What follows belongs to an exercise in optimizing a design on an open flow for small area, a short achievable clock period and few clock cycles per item; a production flow would make more cautious choices. Power is estimated from default activity; no workload was simulated.

==> flow/design.v <==
module non_rest #(parameter n=16, s=16) (output wire [s-1:0] QUOTIENT, REMAINDER, output wire done,
    input wire [n-1:0] x, y, input wire clk, reset, start);
    reg [15:0] Q, R, M;
    reg [3:0]  cnt;
    reg        fin;
    assign QUOTIENT  = Q;
    assign REMAINDER = R;
    assign done      = fin;
    wire        busy = |cnt;
    wire [16:0] T    = {R, Q[15]};
    wire [17:0] D    = {1'b0, T} - {2'b0, M};
    wire        qb   = ~D[17];
    wire y_le1 = ~|y[15:1];
    wire q0    = y_le1 & (~y[0] | x[15]);
    wire r0    = x[15] & ~(y_le1 & y[0]);
    always @(posedge clk, posedge reset)
        if (reset) begin
            cnt <= 4'd0; fin <= 1'b0;
        end else if (start) begin
            cnt <= 4'd15; fin <= 1'b0;
        end else if (busy) begin
            cnt <= cnt - 4'd1;
            if (cnt == 4'd1) fin <= 1'b1;
        end
    always @(posedge clk)
        if (start) begin
            M <= y;
            R <= {15'd0, r0};
            Q <= {x[14:0], q0};
        end else if (busy) begin
            R <= qb ? D[15:0] : T[15:0];
            Q <= {Q[14:0], qb};
        end
endmodule
clock: 6.0 ns
lec_check: 0
cap_margin: 20
core_margin: 2
core_utilization: 40
slew_margin: 20
run.sh (not shown) runs the stock make flow with config.mk's settings and CLKGATE_MAP_FILE= SYNTH_SCRIPT=/design/flow/synth_recipe.tcl, a recipe that flattens the netlist after the stock synthesis.
Then changed:
==> flow/design.v (replaced) <==
module non_rest #(parameter n=16, s=16) (output wire [s-1:0] QUOTIENT, REMAINDER, output wire done,
    input wire [n-1:0] x, y, input wire clk, reset, start);
    reg [15:0] Q, R, M;    
    reg [3:0]  cnt;        
    reg        fin;
    assign QUOTIENT  = Q;
    assign REMAINDER = R;
    assign done      = fin;
    wire        busy = |cnt;
    wire [16:0] T    = {R, Q[15]};
    wire [17:0] D    = {1'b0, T} - {2'b0, M};
    wire        qb   = ~D[17];
    wire        z4   = (cnt >= 4'd4) & ({R, Q[15:12]} < {4'd0, M});
    wire        z2   = (cnt >= 4'd2) & ({R, Q[15:14]} < {2'd0, M});
    wire l4    = ({12'd0, x[15:12]} < y);
    wire l2    = ({14'd0, x[15:14]} < y);
    wire y_le1 = ~|y[15:1];
    wire q0    = y_le1 & (~y[0] | x[15]);
    wire r0    = x[15] & ~(y_le1 & y[0]);
    always @(posedge clk, posedge reset)
        if (reset) begin
            cnt <= 4'd0; fin <= 1'b0;
        end else if (start) begin
            cnt <= l4 ? 4'd12 : l2 ? 4'd14 : 4'd15;
            fin <= 1'b0;
        end else if (busy) begin
            cnt <= cnt - (z4 ? 4'd4 : z2 ? 4'd2 : 4'd1);
            if (cnt == 4'd1 || (z2 && cnt == 4'd2) || (z4 && cnt == 4'd4)) fin <= 1'b1;
        end
    always @(posedge clk)
        if (start) begin
            M <= y;
            if (l4) begin
                R <= {12'd0, x[15:12]}; Q <= {x[11:0], 4'd0};
            end else if (l2) begin
                R <= {14'd0, x[15:14]}; Q <= {x[13:0], 2'd0};
            end else begin
                R <= {15'd0, r0};       Q <= {x[14:0], q0};
            end
        end else if (busy) begin
            if (z4) begin
                R <= {R[11:0], Q[15:12]}; Q <= {Q[11:0], 4'd0};
            end else if (z2) begin
                R <= {R[13:0], Q[15:14]}; Q <= {Q[13:0], 2'd0};
            end else begin
                R <= qb ? D[15:0] : T[15:0];
                Q <= {Q[14:0], qb};
            end
        end
endmodule
Outcome:
- power climbs to 2.8 times its value
- sequential share of layout area drops by 7.3 points
- first-iteration DRC count climbs by about 80%
- synthesized cell count climbs by about 50%
- worst setup slack degrades by 0.71 ns
- via count climbs by 49%
- clock-buffer cell count stays the same
- non-clock buffer count climbs by 6
- hold slack improves by 0.0047 ns
- design area climbs by 40%
- wire length climbs by about 60%
- cell count climbs by about 40%
No run of this note included a check of the RTL's function; only the layout flow was run.

---

Setup of the baseline:
Another version of the RTL of non_rest (not shown whole).
Size: ~360 cells after synthesis, about 53 flip-flops, about 68 I/O pins, about 3700 um^2 of cells after synthesis.
==> module non_rest, before the edit <==
module non_rest #(parameter n=16, s=16) (output wire [s-1:0] QUOTIENT, REMAINDER, output wire done,
    input wire [n-1:0] x, y, input wire clk, reset, start);
    localparam K  = 1;
    localparam LD = 1;
    localparam S1 = 8;     
    localparam S2 = 4;     
    reg [15:0] Q, R, M;    
    reg [3:0]  cnt;        
    reg        fin;
    assign QUOTIENT  = Q;
    assign REMAINDER = R;
    assign done      = fin;
    wire busy = |cnt;
    reg [15:0] sr, sq;
    reg [16:0] st;
    reg [17:0] sd;
    integer j;
    always @* begin
        sr = R; sq = Q;
        for (j = 0; j < K; j = j + 1) begin
            st = {sr, sq[15]};
            sd = {1'b0, st} - {2'b0, M};
            sr = sd[17] ? st[15:0] : sd[15:0];
            sq = {sq[14:0], ~sd[17]};
        end
    end
    wire            ysmall = ~|y[15:LD];
    reg  [LD-1:0]   lr, lq;
    reg  [LD:0]     lt;
    integer i;
    always @* begin
        lr = 0; lq = 0;
        for (i = LD-1; i >= 0; i = i - 1) begin
            lt = {lr, x[16-LD+i]};
            lq[i] = ysmall && (lt >= {1'b0, y[LD-1:0]});
            lr = lq[i] ? lt - {1'b0, y[LD-1:0]} : lt;
        end
    end
    wire u1 = (S1 > 0) && (y >= (17'd1 << S1));
    wire u2 = (S2 > 0) && !u1 && (y >= (17'd1 << S2));
    wire [31:0] xs1 = {16'd0, x} << S1;
    wire [31:0] xs2 = {16'd0, x} << S2;
    always @(posedge clk, posedge reset)
        if (reset) begin
            cnt <= 4'd0; fin <= 1'b0;
        end else if (start) begin
            cnt <= u1 ? (16 - S1) / K : u2 ? (16 - S2) / K : (16 - LD) / K;
            fin <= 1'b0;
        end else if (busy) begin
            cnt <= cnt - 4'd1;
            if (cnt == 4'd1) fin <= 1'b1;
        end
    always @(posedge clk)
        if (start) begin
            M <= y;
            if (u1)      begin R <= xs1[31:16]; Q <= xs1[15:0]; end
            else if (u2) begin R <= xs2[31:16]; Q <= xs2[15:0]; end
            else         begin R <= {{(16-LD){1'b0}}, lr}; Q <= {x[15-LD:0], lq}; end
        end else if (busy) begin
            R <= sr;
            Q <= sq;
        end
endmodule
Settings: LEC_CHECK=0, CAP_MARGIN=20, CORE_MARGIN=2, CORE_UTILIZATION=40, SETUP_SLACK_MARGIN=3.5, SLEW_MARGIN=20; clock period 6.0 ns.
### the baseline -> the candidate
==> flow/design.v <==
module non_rest #(parameter n=16, s=16) (output wire [s-1:0] QUOTIENT, REMAINDER, output wire done,
    input wire [n-1:0] x, y, input wire clk, reset, start);
    localparam LD = 3;
    reg [15:0] Q, R, M;    
    reg [3:0]  cnt;        
    reg        fin;
    assign QUOTIENT  = Q;
    assign REMAINDER = R;
    assign done      = fin;
    wire        busy = |cnt;
    wire [16:0] T    = {R, Q[15]};
    wire [17:0] D    = {1'b0, T} - {2'b0, M};
    wire        qb   = ~D[17];
    wire            ysmall = ~|y[15:LD];
    reg  [LD-1:0]   lr, lq;
    reg  [LD:0]     lt;
    integer i;
    always @* begin
        lr = 0; lq = 0;
        for (i = LD-1; i >= 0; i = i - 1) begin
            lt = {lr, x[16-LD+i]};
            lq[i] = ysmall && (lt >= {1'b0, y[LD-1:0]});
            lr = lq[i] ? lt - {1'b0, y[LD-1:0]} : lt;
        end
    end
    always @(posedge clk, posedge reset)
        if (reset) begin
            cnt <= 4'd0; fin <= 1'b0;
        end else if (start) begin
            cnt <= 16 - LD; fin <= 1'b0;
        end else if (busy) begin
            cnt <= cnt - 4'd1;
            if (cnt == 4'd1) fin <= 1'b1;
        end
    always @(posedge clk)
        if (start) begin
            M <= y;
            R <= {{(16-LD){1'b0}}, lr};
            Q <= {x[15-LD:0], lq};
        end else if (busy) begin
            R <= qb ? D[15:0] : T[15:0];
            Q <= {Q[14:0], qb};
        end
endmodule
==> comparison <==
Against the baseline, total power in the candidate came out better. Relative to the baseline, the share of cell area taken by multi-input logic gates of the candidate is higher by 1.5 points. The run showing the smaller core utilization is the baseline. The baseline vs the candidate, worst setup path startpoint: R[11]$_SDFFCE_PP0P_ vs y[5]. Between the candidate and the baseline, the sequential cell area fraction in the yosys report figures differ only marginally. The candidate ends up with lower synthesized cell count than the baseline does. Note that the synthesized net count recorded for the baseline amounts to 1.06 times the value seen in the candidate. Power share of the combinational group: the candidate < the baseline. The candidate against the baseline: switching power of the nets dropped 0.000083 W; final critical-path required period moved up; global-route wire length before repair now sits lower; synthesis-to-layout area growth went up 12 points.
No functional check of the RTL was part of any run of this note.

---

non_rest, a different RTL version from the one above (not shown whole).
For scale: ~68 I/O pins.
==> module non_rest, before the edit <==
module non_rest #(parameter n=16, s=16) (output wire [s-1:0] QUOTIENT, REMAINDER, output wire done,
    input wire [n-1:0] x, y, input wire clk, reset, start);
    reg [15:0] Q, R, M;    
    reg [3:0]  cnt;        
    reg        fin;
    assign QUOTIENT  = Q;
    assign REMAINDER = R;
    assign done      = fin;
    wire        busy = |cnt;
    wire [16:0] T    = {R, Q[15]};
    wire [17:0] D    = {1'b0, T} - {2'b0, M};
    wire        qb   = ~D[17];
    wire y_le1 = ~|y[15:1];
    wire q0    = y_le1 & (~y[0] | x[15]);
    wire r0    = x[15] & ~(y_le1 & y[0]);
    wire c12 = |y[15:12];
    wire c8 = |y[15:8];
    wire c4 = |y[15:4];
    always @(posedge clk, posedge reset)
        if (reset) begin
            cnt <= 4'd0; fin <= 1'b0;
        end else if (start) begin
            if (c12) begin cnt <= 4'd4; fin <= 1'b0; end
            else if (c8) begin cnt <= 4'd8; fin <= 1'b0; end
            else if (c4) begin cnt <= 4'd12; fin <= 1'b0; end
            else begin cnt <= 4'd15; fin <= 1'b0; end
        end else if (busy) begin
            cnt <= cnt - 4'd1;
            if (cnt == 4'd1) fin <= 1'b1;
        end
    always @(posedge clk)
        if (start) begin
            M <= y;
            if (c12) begin R <= {4'd0, x[15:4]}; Q <= {x[3:0], 12'd0}; end
            else if (c8) begin R <= {8'd0, x[15:8]}; Q <= {x[7:0], 8'd0}; end
            else if (c4) begin R <= {12'd0, x[15:12]}; Q <= {x[11:0], 4'd0}; end
            else begin R <= {15'd0, r0}; Q <= {x[14:0], q0}; end
        end else if (busy) begin
            R <= qb ? D[15:0] : T[15:0];
            Q <= {Q[14:0], qb};
        end
endmodule
==> flow/config.mk <==
export PLATFORM = sky130hd
export DESIGN_NAME = non_rest
export DESIGN_NICKNAME = non_rest
export VERILOG_FILES = /design/flow/design.v
export SDC_FILE = /design/flow/constraint.sdc
export NUM_CORES = 4
export LEC_CHECK = 0
export CAP_MARGIN = 20
export CORE_MARGIN = 2
export CORE_UTILIZATION = 40
export SETUP_SLACK_MARGIN = 3.5
export SLEW_MARGIN = 20
==> flow/constraint.sdc <==
create_clock -name core_clock -period 6.0 [get_ports {clk}]
set_input_delay 1.2000 -clock core_clock [delete_from_list [all_inputs] [get_ports {clk}]]
set_output_delay 1.2000 -clock core_clock [all_outputs]
set_load 0.01 [all_outputs]
standard.sh (not shown) runs the stock make flow with config.mk's settings and CLKGATE_MAP_FILE= SYNTH_SCRIPT=/design/flow/synth_recipe.tcl, a recipe that flattens the netlist after the stock synthesis.
==> flow/flow/run.sh <==
#!/bin/bash
# Standard layout, with the port buffers made from buf_1 cells instead of the
# default choice; the resizer still upsizes any of them that timing needs.
set -euo pipefail
bash standard.sh "BUFFER_PORTS_ARGS=-buffer_cell sky130_fd_sc_hd__buf_1" finish > orfs_make.log 2>&1
Rerun with:
==> flow/design.v (replaced) <==
module non_rest #(parameter n=16, s=16) (output wire [s-1:0] QUOTIENT, REMAINDER, output wire done,
    input wire [n-1:0] x, y, input wire clk, reset, start);
    reg [15:0] Q, R, M;    
    reg [3:0]  cnt;        
    reg        fin;
    assign QUOTIENT  = Q;
    assign REMAINDER = R;
    assign done      = fin;
    wire        busy = |cnt;
    wire [16:0] T    = {R, Q[15]};
    wire [16:0] nm = {1'b1, ~M};
    wire [16:0] pg = T ^ nm;
    wire [16:0] gg = T & nm;
    wire [16:0] gi = {gg[16:1], gg[0] | pg[0]};    
    wire [16:0] pp = T | nm;
    wire [16:0] G [0:5];
    wire [16:0] P [0:5];
    assign G[0] = gi;
    assign P[0] = pp;
    genvar l, b;
    generate for (l = 0; l < 5; l = l + 1) begin : lv
        for (b = 0; b < 17; b = b + 1) begin : bt
            if ((b >> l) & 1) begin : c
                assign G[l+1][b] = G[l][b] | (P[l][b] & G[l][((b >> l) << l) - 1]);
                assign P[l+1][b] = P[l][b] & P[l][((b >> l) << l) - 1];
            end else begin : p
                assign G[l+1][b] = G[l][b];
                assign P[l+1][b] = P[l][b];
            end
        end
    end endgenerate
    wire [17:0] cy = {G[5], 1'b1};    
    wire [16:0] D  = pg ^ cy[16:0];
    wire        qb = cy[17];
    wire y_le1 = ~|y[15:1];
    wire q0    = y_le1 & (~y[0] | x[15]);
    wire r0    = x[15] & ~(y_le1 & y[0]);
    wire c8 = |y[15:8];
    wire c4 = |y[15:4];
    wire       ysm = ~|y[15:2];
    wire [2:0] t1  = {2'd0, x[15]};
    wire       a1  = ysm & (t1 >= {1'b0, y[1:0]});
    wire [1:0] r1  = a1 ? t1[1:0] - y[1:0] : t1[1:0];
    wire [2:0] t2  = {r1, x[14]};
    wire       a2  = ysm & (t2 >= {1'b0, y[1:0]});
    wire [1:0] r2  = a2 ? t2[1:0] - y[1:0] : t2[1:0];
    always @(posedge clk, posedge reset)
        if (reset) begin
            cnt <= 4'd0; fin <= 1'b0;
        end else if (start) begin
            if (c8) begin cnt <= 4'd8; fin <= 1'b0; end
            else if (c4) begin cnt <= 4'd12; fin <= 1'b0; end
            else begin cnt <= 4'd14; fin <= 1'b0; end
        end else if (busy) begin
            cnt <= cnt - 4'd1;
            if (cnt == 4'd1) fin <= 1'b1;
        end
    always @(posedge clk)
        if (start) begin
            M <= y;
            if (c8) begin R <= {8'd0, x[15:8]}; Q <= {x[7:0], 8'd0}; end
            else if (c4) begin R <= {12'd0, x[15:12]}; Q <= {x[11:0], 4'd0}; end
            else begin R <= {14'd0, r2}; Q <= {x[13:0], a1, a2}; end
        end else if (busy) begin
            R <= qb ? D[15:0] : T[15:0];
            Q <= {Q[14:0], qb};
        end
endmodule
Result:
- wire length climbs by 1.2%
- flip-flop and latch count is unchanged
- cell count rose by 5.2%
- setup slack is worse by 1.0 ns
- cell area rises by 9.7%
- total power decreases by 7.3%
- maximum frequency shrinks by 28%
- via count hardly moves
- count of clock-buffer cells in the layout came out higher by 1
Function was not checked in any run of this note: the RTL went through the layout flow alone.

## port drivers added, routing unchanged
In the flow no input, the clock included, has a driving cell. The finished layouts below were timed again as built, in two steps.
Step 1, drivers: a clkbuf_16 drives clk and a buf_2 each remaining input, both assumed.
Step 2 adds t to the input delays and takes it off the output delays; t is the mean of the earliest and latest rising clock arrival at the registers after step 1. Input paths then give back, and output paths get back, about the clock's delay inside the block.
Three values: no drivers, after step 1, after step 2; two values: the first two.
| run | t, ns | slack for setup (ns) | latest minus earliest clock arrival (ns) |
|---|---|---|---|
| the first run of note 1 | 0.343 | 3.152 / 3.160 / 2.817 | 0.012 / 0.012 |
| the second run of note 1 | 0.334 | 2.442 / 2.442 / 2.336 | 0.010 / 0.010 |
| the baseline | 0.335 | 3.506 / 3.495 / 3.196 | 0.014 / 0.014 |
| the candidate | 0.349 | 1.441 / 1.443 / 1.093 | 0.012 / 0.011 |
| the first run of note 3 | 0.341 | 3.480 / 3.492 / 3.152 | 0.020 / 0.019 |
| the second run of note 3 | 0.337 | 2.481 / 2.467 / 2.131 | 0.017 / 0.017 |
After both steps every run listed still meets setup and hold. For the second run of note 3, which loses most, drivers alone change the setup slack by -0.014 ns; drivers and shift together by -0.350 ns.
